This is an optimization exercise on Yosys and OpenROAD, whose aim is small area and a short achievable clock period, not a production implementation.
In this exercise RTL edits were held to simulation tests only and were not proved equivalent to the original.
No driver is modelled on the clock port, so clocking that relies on it looks cheaper here than on a real chip.
Power figures rest on the tool's default switching activity, not on a simulated workload.

## sierra
==> flow/design.v (excerpt) <==
module Converter #(parameter INPUT_WIDTH = 16,
                   parameter OUTPUT_WIDTH = 64)(
    input[INPUT_WIDTH-1:0] data,
    input sop,
    input eop,
    input rst,
    input clk,
    output[OUTPUT_WIDTH-1:0] number,
    output valid,
    output error
    );
For scale: about 880 cells after synthesis, about 84 flip-flops.
Settings: LEC_CHECK=0, CAP_MARGIN=20, CORE_MARGIN=2, CORE_UTILIZATION=40, CTS_BUF_LIST=sky130_fd_sc_hd__clkbuf_4 sky130_fd_sc_hd__clkbuf_8, SETUP_SLACK_MARGIN=5, SLEW_MARGIN=20, SYNTH_HIERARCHICAL=1; clock period 8.5 ns.
standard.sh (not shown) runs the stock make flow with config.mk's settings and CLKGATE_MAP_FILE= SYNTH_SCRIPT=/design/flow/synth_recipe.tcl, a recipe that flattens the netlist after the stock synthesis.
==> flow/flow/run.sh <==
#!/bin/bash
# Own layout flow. Differences from the standard layout:
#  1. synthesis reads design_gates.v, a copy of design.v in which each one-gate
#     cell module (Converter_<gate>) instantiates the matching sky130 cell
#     (flow/gatemap.py), so the adder keeps the gate structure the RTL spells
#     out; the rest goes through the standard flow's synthesis script (synth_recipe.tcl)
#     unchanged, so the registers and their names are the standard ones;
#  2. the port buffers are buf_1 cells;
#  3. timing repair aims at a setup slack of 5.3 ns (a 3.2 ns period), more
#     than config.mk's settings allow.
# Each tool's output goes to a log file in this folder.
set -euo pipefail
W=$(pwd)
R=$W/orfs/results/$FLOW_PLATFORM/Converter/base

python3 flow/gatemap.py design.v design_gates.v > gatemap.log 2>&1

# the flow settings from config.mk, passed on make's command line as standard.sh does
args=()
while read -r kw k eq v; do
  [[ "$kw" == export && "$eq" == "=" ]] || continue
  case "$k" in
    PLATFORM|DESIGN_NAME|DESIGN_NICKNAME|VERILOG_FILES|SDC_FILE|NUM_CORES|LEC_CHECK) ;;
    *) args+=("$k=$v") ;;
  esac
done < config.mk

make -C "$FLOW_HOME" DESIGN_CONFIG="$W/config.mk" WORK_HOME="$W/orfs" CLKGATE_MAP_FILE= \
  SYNTH_SCRIPT="$W/synth_recipe.tcl" "${args[@]}" VERILOG_FILES="$W/design_gates.v" \
  synth > synth.log 2>&1

make -C "$FLOW_HOME" DESIGN_CONFIG="$W/config.mk" WORK_HOME="$W/orfs" CLKGATE_MAP_FILE= \
  SYNTH_SCRIPT="$W/synth_recipe.tcl" "${args[@]}" VERILOG_FILES="$W/design_gates.v" \
  "BUFFER_PORTS_ARGS=-buffer_cell sky130_fd_sc_hd__buf_1" SETUP_SLACK_MARGIN=5.3 finish > layout.log 2>&1

: # left out here: write the final layout as DEF
Other scripts of this flow, unchanged in this note and not shown: flow/flow/gatemap.py
sierra: PASS, flow complete, no timing, DRC or antenna violations
Modified inputs, juniper compared to sierra
--- a/flow/flow/run.sh
+++ b/flow/flow/run.sh
@@ -8,5 +8,9 @@
 #  2. the port buffers are buf_1 cells;
 #  3. timing repair aims at a setup slack of 5.3 ns (a 3.2 ns period), more
-#     than config.mk's settings allow.
+#     than config.mk's settings allow;
+#  4. after clock tree synthesis, flow/skew.tcl gives the six multiplier-select
+#     registers their own clock buffer off the clock port, one buffer level
+#     earlier than the other registers (skew on register-to-register paths
+#     only: these registers neither read inputs nor drive outputs).
 # Each tool's output goes to a log file in this folder.
 set -euo pipefail
@@ -32,5 +36,6 @@
 make -C "$FLOW_HOME" DESIGN_CONFIG="$W/config.mk" WORK_HOME="$W/orfs" CLKGATE_MAP_FILE= \
   SYNTH_SCRIPT="$W/synth_recipe.tcl" "${args[@]}" VERILOG_FILES="$W/design_gates.v" \
-  "BUFFER_PORTS_ARGS=-buffer_cell sky130_fd_sc_hd__buf_1" SETUP_SLACK_MARGIN=5.3 finish > layout.log 2>&1
+  "BUFFER_PORTS_ARGS=-buffer_cell sky130_fd_sc_hd__buf_1" SETUP_SLACK_MARGIN=5.3 \
+  POST_CTS_TCL="$W/flow/skew.tcl" finish > layout.log 2>&1
 
 : # left out here: write the final layout as DEF
==> flow/flow/skew.tcl (new file) <==
# After clock tree synthesis: clock the six multiplier-select registers
# (t1_1 .. t2_n) from their own clock buffer, driven by the clock port, so
# that their clock arrives one buffer level earlier than the other
# registers'.  These registers are loaded only from other registers and
# drive only the accumulator datapath, so this skew acts only on paths
# between registers.
set block [ord::get_db_block]
set db [ord::get_db]
set clk_net [[$block findBTerm clk] getNet]
set master [$db findMaster sky130_fd_sc_hd__clkbuf_4]
set buf [odb::dbInst_create $block $master selck_buf]
set net [odb::dbNet_create $block selck_net]
$net setSigType CLOCK
[$buf findITerm A] connect $clk_net
[$buf findITerm X] connect $net
set xs 0
set ys 0
set n 0
foreach name {t1_1 t1_2 t1_3 t2_0 t2_1 t2_n} {
  set inst [$block findInst "${name}\$_DFF_P_"]
  set it [$inst findITerm CLK]
  $it disconnect
  $it connect $net
  lassign [$inst getLocation] x y
  incr xs $x
  incr ys $y
  incr n
}
$buf setLocation [expr {$xs / $n}] [expr {$ys / $n}]
$buf setPlacementStatus PLACED
global_connect
detailed_placement
check_placement -verbose
puts "skew.tcl: select registers moved to selck_net"
Notes after the runs:
Re final period utilization: juniper is 0.61 points down on sierra.
In the tables for sierra and juniper, met2 usage reads higher with juniper.
Going from sierra to juniper, the fmax was found to have gone up by 1.7%.
juniper vs sierra: critical path depth up
Delta (juniper minus sierra): post-synth design cell area level; wire length moved down; part of the power in combinational logic moved down.
Relative to sierra, the overall via count from detail_route of juniper is lower by 1.9%.
juniper has completed all stages; timing, DRC and antenna checks passed.

[what the ideal ports hide]
The flow's constraints put no driver on any port. The routed layouts listed below were extracted and timed again, unchanged, in two steps. Step 1 assumes that a clkbuf_16 drives the clock port and a buf_2 every other input. Step 2 also shifts input and output timing later by t, the mid clock arrival at the registers, as if the neighbouring blocks saw the same clock. Three values: no drivers, after step 1, after step 2; two values: the first two.
| run | t, ns | slack for setup (ns) | hold WS [ns] | pins driven straight from the clock port |
|---|---|---|---|---|
| sierra | 0.419 | 5.489 / 5.489 / 5.489 | 0.370 / 0.370 / 0.370 | 1 |
| juniper | 0.306 | 5.540 / 5.540 / 5.540 | 0.367 / 0.367 / 0.367 | 2 |
After both steps every run listed still meets setup and hold.
